From an optimization exercise on the open Yosys and OpenROAD flow, aimed at small area; shortcuts taken in it are not production practice.
Only simulation tests tie the RTL to the original design; equivalence was not proved.
Power is estimated from default activity; no workload was simulated.

== PW ==
## ADPLL
module ADPLL #(
    parameter PW=32, DW=12, AW=10
)(
    input wire clk, rst,     
    input wire signed [DW-1:0] in,
    input wire signed [PW-1:0] base_freq,
    output logic signed [DW-1:0] sin, cos,
    output logic signed [PW-1:0] freq
);
Size: ~4700 cells after synthesis, roughly 950 flip-flops, ~100 I/O pins, roughly 0.041 mm² of cells after synthesis.
clock: 10.0 ns
lec_check: 0
abc_area: 1
cap_margin: 20
core_margin: 2
core_utilization: 65
cts_buf_list: sky130_fd_sc_hd__clkbuf_16
cts_cluster_diameter: 60
cts_cluster_size: 30
place_density: 0.75
slew_margin: 20
synth_memory_max_bits: 16384
run.sh (not shown) runs the stock make flow with config.mk's settings and CLKGATE_MAP_FILE= SYNTH_SCRIPT=/design/flow/synth_recipe.tcl, a recipe that flattens the netlist after the stock synthesis.
PW ran to completion and came out clean on the timing, DRC and antenna checks.
Edits applied to the flow inputs when going from PW to AL:
==> flow/flow/run.sh (new file) <==
#!/bin/bash
# The standard layout, with the port buffers made of the platform's smallest
# buffer (sky130_fd_sc_hd__buf_1) instead of the cell buffer_ports picks by
# default. Every input and output port still gets its buffer.
set -o pipefail
cp standard.sh standard.sh.txt
export BUFFER_PORTS_ARGS="-buffer_cell sky130_fd_sc_hd__buf_1"
bash standard.sh > standard.log 2>&1
==> flow/standard.sh (new file) <==
#!/bin/bash
# synth_recipe.tcl (not shown) runs the flow's synth.tcl, then flattens the netlist and writes it again
# the make line also repeats each setting of config.mk as NAME=value (left out here)
make -C /OpenROAD-flow-scripts/flow DESIGN_CONFIG=/design/flow/config.mk WORK_HOME=/design/flow/orfs CLKGATE_MAP_FILE= SYNTH_SCRIPT=/design/flow/synth_recipe.tcl "${@:-finish}"
removed: flow/run.sh
==> run summary <==
- Per the final summary, AL finished and its layout is clean on timing, DRC and antenna.
- Looking at global-route usage, AL sits 0.91 points below PW.
- Of AL and PW, the run reporting the lower summed area of non-filler cells in the final layout was AL.
- Delta (AL minus PW): utilization has decreased, CTS clock-pin slew for the worst setup and hold paths about even.
- Of AL and PW, the lower setup slack after placement belongs to PW.
- Diff AL..PW | number of instances in the synthesized netlist | unchanged
- Compared to PW, AL has routability-driven placement congestion ratio about 1.1% higher.
- Detail-routed via count per cell: AL vs PW, no meaningful difference


== v30 ==
ADPLL again, from the RTL that the note above started with.
Design ADPLL, start of the top module:
module ADPLL #(
    parameter PW=32, DW=12, AW=10
)(
    input wire clk, rst,     
    input wire signed [DW-1:0] in,
    input wire signed [PW-1:0] base_freq,
    output logic signed [DW-1:0] sin, cos,
    output logic signed [PW-1:0] freq
);
==> flow/config.mk <==
export PLATFORM = sky130hd
export DESIGN_NAME = ADPLL
export DESIGN_NICKNAME = ADPLL
export VERILOG_FILES = /design/flow/design.v
export SDC_FILE = /design/flow/constraint.sdc
export NUM_CORES = 4
export LEC_CHECK = 0
export CAP_MARGIN = 20
export CORE_MARGIN = 2
export CORE_UTILIZATION = 65
export CTS_BUF_LIST = sky130_fd_sc_hd__clkbuf_16
export CTS_CLUSTER_DIAMETER = 60
export CTS_CLUSTER_SIZE = 30
export PLACE_DENSITY = 0.75
export SLEW_MARGIN = 20
export SYNTH_MEMORY_MAX_BITS = 16384
==> flow/constraint.sdc <==
create_clock -name core_clock -period 10.0 [get_ports {clk}]
set_input_delay 2.0000 -clock core_clock [delete_from_list [all_inputs] [get_ports {clk}]]
set_output_delay 2.0000 -clock core_clock [all_outputs]
set_load 0.01 [all_outputs]
standard.sh (not shown) runs the stock make flow with config.mk's settings and CLKGATE_MAP_FILE= SYNTH_SCRIPT=/design/flow/synth_recipe.tcl, a recipe that flattens the netlist after the stock synthesis.
==> flow/flow/run.sh <==
#!/bin/bash
# The standard layout, with the port buffers made of the platform's smallest
# buffer (sky130_fd_sc_hd__buf_1) instead of the cell buffer_ports picks by
# default. Every input and output port still gets its buffer.
set -o pipefail
cp standard.sh standard.sh.txt
export BUFFER_PORTS_ARGS="-buffer_cell sky130_fd_sc_hd__buf_1"
bash standard.sh > standard.log 2>&1
Setup changes, v30 to v32
Settings: GPL_TIMING_DRIVEN now 0, previously not set; ABC_AREA now 1, previously not set.
Notes after the runs:
All of v30 and v32 finish clean.
On combinational share of power: v32 sits above v30.
Of v30 and v32, the run reporting the higher layout-stage area growth over the synthesis result was v32.
Summary — global-route usage, v32 relative to v30: higher, by 6.4 points.
The final area on v30 is in line with that on v32.
Lower net switching fraction of the power among v30 and v32: v30
Setup slack of the critical path after layout on v32 is down relative to v30.
Between v30 and v32, the flow reports depth of the worst register-to-register path decreasing by more than a quarter.
--- input diff v32..v13 ---
Settings: changing PLACE_DENSITY from 0.75 to 0.85; removing GPL_TIMING_DRIVEN (formerly 0); changing CORE_UTILIZATION from 65 to 75.
==> run summary <==
Between v32 and v13, the final RePlAce weighted congestion is lower for v13. Comparing v32 and v13, final hold slack is lower on v13. Slowest cell on the critical path: dfxtp_1 -> v32, fa_1 -> v13. v13 reached the end of the flow, and the finished layout is clean on the timing, DRC and antenna checks. Sort v32 and v13 by critical path depth, ascending, and v32 comes first. Summary of v13 over v32: relative contribution of combinational cells to total power moved up, worst setup slack after placement has increased.


== rev 12 ==
Another version of the RTL of ADPLL (not shown whole).
Size in the first run: roughly 4400 cells after synthesis, about 1000 flip-flops, roughly 100 I/O pins.
export LEC_CHECK = 0
export CAP_MARGIN = 20
export CORE_MARGIN = 2
export CORE_UTILIZATION = 65
export CTS_BUF_LIST = sky130_fd_sc_hd__clkbuf_8
export CTS_CLUSTER_DIAMETER = 50
export CTS_CLUSTER_SIZE = 20
export PLACE_DENSITY = 0.75
export SLEW_MARGIN = 20
export SYNTH_MEMORY_MAX_BITS = 16384
create_clock -name core_clock -period 10.0 [get_ports {clk}]
run.sh (not shown) runs the stock make flow with config.mk's settings and CLKGATE_MAP_FILE= SYNTH_SCRIPT=/design/flow/synth_recipe.tcl, a recipe that flattens the netlist after the stock synthesis.
Stock flow here: none of the scripts above is used.
#### Input delta (rev 13 over rev 12)
Settings: CTS_CLUSTER_DIAMETER no longer set, was 50; PLACE_DENSITY no longer set, was 0.75; CTS_BUF_LIST no longer set, was sky130_fd_sc_hd__clkbuf_8; CTS_CLUSTER_SIZE no longer set, was 20; CORE_UTILIZATION now 40, was 65.
==> comparison <==
Rev 13 gives more final cycle utilization of the critical path than rev 12 did. Part of the total power dissipated in the clock network (lower): rev 12. Clock-buffer cell count ended up 42 higher on rev 13 than on rev 12.

[separate check: timing with driven ports]
The flow's constraints put no driver on any port. The routed layouts listed below were extracted and timed again, unchanged, in two steps.
Step 1 (the two cells are an assumption about what drives the block):
set clk [get_ports {clk}]
set_driving_cell -lib_cell sky130_fd_sc_hd__clkbuf_16 $clk
set_driving_cell -lib_cell sky130_fd_sc_hd__buf_2 [delete_from_list [all_inputs] $clk]
Step 2 also shifts input and output timing later by t, the mid clock arrival at the registers, as if the neighbouring blocks saw the same clock.
a / b / c = ideal ports / drivers / drivers and shift; a / b = the first two.
| run | shift t [ns] | slack for setup (ns) | clock arrival spread, ns |
|---|---|---|---|
| PW | 0.703 | 0.636 / 0.636 / 0.636 | 0.042 / 0.042 |
| AL | 0.697 | 0.616 / 0.616 / 0.616 | 0.035 / 0.035 |
| v30 | 0.697 | 0.531 / 0.531 / 0.531 | 0.051 / 0.051 |
| v32 | 0.699 | 0.469 / 0.469 / 0.469 | 0.054 / 0.054 |
| v13 | 0.683 | 0.335 / 0.335 / 0.335 | 0.067 / 0.066 |
| rev 12 | 0.785 | 0.553 / 0.553 / 0.553 | 0.062 / 0.063 |
| rev 13 | 0.736 | 0.524 / 0.524 / 0.524 | 0.081 / 0.081 |
After both steps every run listed still meets setup and hold.
